Context: an optimization exercise on an open-source flow, tuned for small area. The choices shown serve that exercise and are no tape-out recipe. Function was checked by simulation only, so behaviour that the tests miss may differ from the original. Power is estimated from default activity; no workload was simulated.

Setup of lane 3:
==> flow/design.v (excerpt) <==
module lagtester_video(
    input  wire        clock,
    input  wire        reset,
    input  wire [7:0]  config_data,
    input  wire [79:0] bcdcount,
    output wire [9:0]  tmds_red,
    output wire [9:0]  tmds_green,
    output wire [9:0]  tmds_blue,
    output wire        starttrigger
);
    localparam [2:0] P1080 = 3'd0, I1080 = 3'd1, P720 = 3'd2, P480 = 3'd3, I480 = 3'd4;
    function [3:0] glyph_l(input [5:0] fa_gid, input [3:0] fa_row);
        case ({fa_gid, fa_row})
            10'd2: glyph_l = 4'b0011;
            10'd3: glyph_l = 4'b0100;
            10'd4: glyph_l = 4'b0100;
            10'd5: glyph_l = 4'b0100;
            10'd6: glyph_l = 4'b0100;
            10'd7: glyph_l = 4'b0101;
            10'd8: glyph_l = 4'b0110;
            10'd9: glyph_l = 4'b0100;
            10'd10: glyph_l = 4'b0100;
            10'd11: glyph_l = 4'b0100;
            10'd12: glyph_l = 4'b0011;
            10'd18: glyph_l = 4'b0001;
            10'd19: glyph_l = 4'b0010;
            10'd28: glyph_l = 4'b0011;
            10'd34: glyph_l = 4'b0011;
            10'd35: glyph_l = 4'b0100;
            10'd40: glyph_l = 4'b0011;
            10'd41: glyph_l = 4'b0100;
            10'd42: glyph_l = 4'b0100;
            10'd43: glyph_l = 4'b0100;
            10'd44: glyph_l = 4'b0111;
            10'd50: glyph_l = 4'b0011;
            10'd51: glyph_l = 4'b0100;
            10'd59: glyph_l = 4'b0100;
            10'd60: glyph_l = 4'b0011;
            10'd68: glyph_l = 4'b0001;
            10'd69: glyph_l = 4'b0001;
            10'd70: glyph_l = 4'b0010;
            10'd71: glyph_l = 4'b0010;
            10'd72: glyph_l = 4'b0100;
            10'd73: glyph_l = 4'b0100;
            10'd74: glyph_l = 4'b0111;
            10'd82: glyph_l = 4'b0111;
            10'd83: glyph_l = 4'b0100;
            10'd84: glyph_l = 4'b0100;
            10'd85: glyph_l = 4'b0100;
            10'd86: glyph_l = 4'b0111;
            10'd91: glyph_l = 4'b0100;
            10'd92: glyph_l = 4'b0011;
            10'd98: glyph_l = 4'b0011;
  ...
Size: about 1,700 cells after synthesis.
Settings: LEC_CHECK=0, ABC_AREA=1, CAP_MARGIN=20, CORE_MARGIN=2, CORE_UTILIZATION=40, SLEW_MARGIN=20; clock period 6.7 ns.
standard.sh (not shown) runs the stock make flow with config.mk's settings and CLKGATE_MAP_FILE= SYNTH_SCRIPT=/design/flow/synth_recipe.tcl, a recipe that flattens the netlist after the stock synthesis.
==> flow/flow/run.sh <==
#!/bin/bash
# Layout flow: the standard synthesis, its combinational logic re-mapped for
# area (flip-flops untouched), then the standard layout steps, with 1x port
# buffers. Each tool's output goes to a log of its own in this folder.
set -euo pipefail
W=$(pwd)
F=$W/flow
R=$W/orfs/results/${FLOW_PLATFORM}/lagtester_video/base
LIB=$FLOW_HOME/platforms/${FLOW_PLATFORM}/lib/sky130_fd_sc_hd__tt_025C_1v80.lib
YOSYS=$(command -v yosys || echo "$FLOW_HOME/../tools/install/yosys/bin/yosys")

# 1. standard synthesis
bash standard.sh synth > "$W/step1_synth.log" 2>&1

# 2. re-map the combinational logic; keep it only if it is a clean netlist of
#    library cells that yosys proves equivalent to the standard one
cp "$R/1_2_yosys.v" "$W/std_synth.v"
use=std_synth.v
if REMAP_LIB="$LIB" REMAP_DONT_USE="$F/dont_use.txt" REMAP_SCRIPT="$F/remap.abc" \
     REMAP_IN="$W/std_synth.v" REMAP_OUT="$W/remap.v" REMAP_REPORT="$W/remap_stat.txt" \
     "$YOSYS" -c "$F/remap.tcl" > "$W/step2_remap.log" 2>&1 &&
   "$YOSYS" -p "read_liberty -lib $LIB; read_verilog $W/remap.v; hierarchy -check -top ${FLOW_TOP}; check -assert -mapped" \
     > "$W/step2_check.log" 2>&1 &&
   "$YOSYS" -p "read_liberty -wb -ignore_miss_func $LIB; read_verilog $W/std_synth.v; rename ${FLOW_TOP} gold; read_verilog $W/remap.v; rename ${FLOW_TOP} gate; hierarchy -check; flatten -wb -noscopeinfo gold gate; opt_clean; equiv_make gold gate equiv; hierarchy -top equiv; equiv_simple -undef; equiv_induct -undef; equiv_status -assert" \
     > "$W/step2_equiv.log" 2>&1; then
  use=remap.v
fi
echo "netlist used for the layout: $use" > "$W/step2_result.txt"
if [[ $use == remap.v ]]; then
  cp "$W/remap.v" "$R/1_2_yosys.v"
  rm -f "$R/1_synth.odb" "$R/1_synth.sdc"
fi

# 3. the standard layout from that netlist; ports get 1x buffers, and the
#    clock tree no dummy loads
CTS_ARGS="-sink_clustering_enable -repair_clock_nets -dont_use_dummy_load" \
BUFFER_PORTS_ARGS="-buffer_cell sky130_fd_sc_hd__buf_1" bash standard.sh finish > "$W/step3_layout.log" 2>&1
test -f "$W/out/final.def"
Other scripts of this flow, unchanged in this note and not shown: flow/flow/dont_use.txt, flow/flow/remap.abc, flow/flow/remap.tcl
Setup changes, lane 3 to lane 2
diff --git a/flow/design.v b/flow/design.v
--- a/flow/design.v
+++ b/flow/design.v
@@ -620,13 +620,13 @@
             P720:    eqm = v == c2;
             P480:    eqm = v == c3;
             I480:    eqm = v == c4;
             default: eqm = v == c0;
         endcase
     endfunction
-    reg [2:0] mode, mode_p;
+    reg [2:0] mode, mode_p, mode_pp;
     reg [2:0] mode_d;
     always @(*) begin
         if (reset) mode_d = P1080;
         else case (config_data)
             8'h02: mode_d = P1080;
             8'h03: mode_d = I1080;
@@ -636,12 +636,13 @@
             default: mode_d = mode;
         endcase
     end
     always @(posedge clock) begin
         mode <= mode_d;
         mode_p <= mode;
+        mode_pp <= mode_p;
     end
     reg [11:0] cx;
     reg [10:0] cy;
     reg        state;
     wire [11:0] cy12 = {1'b0, cy};
     wire x_end = gem(mode, cx, 1099, 2199, 1649, 857, 1715);
@@ -672,19 +673,18 @@
                                 mode == I480  ? !ge12(cx, 858) : 1'b0);
     wire vsync_off = (cy == 0 && before_off) || (at_vsync && !before_off);
     wire vsync_on = in_vsync && !vsync_off;
     wire de_x = gem(mode, cx, 96, 192, 260, 122, 238) && !gem(mode, cx, 1056, 2112, 1540, 842, 1678);
     wire de_y = state ? gem(mode, cy12, 41, 21, 25, 36, 19) && !gem(mode, cy12, 1121, 561, 745, 516, 259)
                       : gem(mode, cy12, 41, 20, 25, 36, 18) && !gem(mode, cy12, 1121, 560, 745, 516, 258);
-    reg hp1, vs1, de1, hp2, vs2, de2;
-    wire pix;
+    reg hs1, vs1, de1, hs2, vs2, de2;
     always @(posedge clock) begin
-        hp1 <= (de_x && de_y) ? pix : hsync_on ~^ pol;
+        hs1 <= hsync_on ~^ pol;
         vs1 <= vsync_on ~^ pol;
         de1 <= de_x && de_y;
-        hp2 <= hp1;
+        hs2 <= hs1;
         vs2 <= vs1;
         de2 <= de1;
     end
     reg [4:0] frame_cnt;
     reg       fields_on;
     reg [2:0] meta_cnt;
@@ -861,13 +861,13 @@
     reg [5:0] sa_cell;
     reg [2:0] sa_col;
     always @(posedge clock) begin
         sa_test <= test_area;
         sa_res <= res_area;
         sa_valid <= res_area ? res_in : (text_area && lq[11:9] == 0);
-        sa_cell <= res_area ? res_glyph(mode_p, rcell) : lcell;
+        sa_cell <= res_area ? {1'b0, rcell} : lcell;
         sa_col <= res_area ? rx[2:0] : lq[2:0];
     end
     reg  [3:0] sdig, sd0;
     always @(*) begin
         case (sa_cell)
             24: sdig = dg[3:0];   23: sdig = dg[7:4];   21: sdig = dg[11:8];  20: sdig = dg[15:12]; 19: sdig = dg[19:16];
@@ -882,31 +882,36 @@
             48, 47, 45, 44, 43: sd0 = dg[43:40];
             default:            sd0 = dg[63:60];
         endcase
     end
     wire [5:0] lgid = lag_glyph(sa_cell);
     wire [5:0] lag_gid = (lgid == 15) ? {2'b00, sdig | {4{sd0 == 4'hf}}} : lgid;
-    wire [5:0] gid = sa_res ? sa_cell : lag_gid;
+    wire [5:0] gid = sa_res ? res_glyph(mode_pp, sa_cell[4:0]) : lag_gid;
     wire [3:0] grow = sa_res ? res_addr : lag_addr;
     wire gbit = glyph_bit(gid, grow, sa_col);
-    assign pix = sa_test || (sa_valid && gbit);
+    wire pix = sa_test || (sa_valid && gbit);
+    reg pix4, pix5;
+    always @(posedge clock) begin
+        pix4 <= pix;
+        pix5 <= pix4;
+    end
     reg signed [3:0] disp;
     reg o_de, o_a, o_b, o_c;
     always @(posedge clock) begin
         if (!de2)
             disp <= 0;
         else if (disp == 0)
             disp <= -4;
         else if (disp < 0)
-            disp <= disp + (hp2 ? 4'sd3 : 4'sd5);
+            disp <= disp + (pix5 ? 4'sd3 : 4'sd5);
         else
             disp <= disp - 4'sd4;
         o_de <= de2;
-        o_a <= hp2;
-        o_b <= de2 ? disp[3] : hp2;
-        o_c <= de2 ? (hp2 ^ disp[3]) : ~(vs2 ^ hp2);
+        o_a <= de2 ? pix5 : hs2;
+        o_b <= de2 ? disp[3] : hs2;
+        o_c <= de2 ? (pix5 ^ disp[3]) : ~(vs2 ^ hs2);
     end
     wire [9:0] sym_rg = {~o_de | o_c, ~(o_de & o_a),
                          o_de & o_b, ~o_de | o_b, o_de & o_b, ~o_de | o_b,
                          o_de & o_b, ~o_de | o_b, o_de & o_b, o_de & o_b};
     wire o_bx = ~(o_b ^ o_de);
     assign tmds_red = sym_rg;
Findings:
- Lane 2 did not stop at any stage, and its layout met the timing, design-rule and antenna checks.
- Total power of lane 2 is higher than that of lane 3.
- Lane 3 reports its start point of the critical path as mode_p[1] while lane 2 reports sa_cell[4].
- Changes observed in lane 2 relative to lane 3: post-layout instance area shrank by 3.0%; layout buffer count excluding clock buffers shrank by 16; minimum clock period shrank by 0.12 ns; register-to-register slack grew by 0.12 ns.

## what the ideal ports hide
No port has a modelled driver above. Below, the same layouts with a new extraction and two added sets of constraints. Step 1 sets driving cells, clkbuf_16 on the clock port and buf_2 on the other inputs (assumed; they add their load-dependent delay and slew). Step 2, shift: input delay + t, output delay - t, t = (earliest + latest rising clock arrival at the registers) / 2. This alone moves slack from input paths to output paths. Three values: ideal ports, drivers, drivers and shift; two values: the first two.
| run | shift t [ns] | setup WS [ns] | hold WS [ns] | worst setup path at the end | pins driven straight from the clock port |
|---|---|---|---|---|---|
| lane 3 | 0.490 | 0.567 / 0.567 / 0.567 | 0.334 / 0.334 / 0.334 | register to register | 1 |
| lane 2 | 0.485 | 0.690 / 0.690 / 0.690 | 0.334 / 0.334 / 0.334 | register to register | 1 |
After both steps every run listed still meets setup and hold.
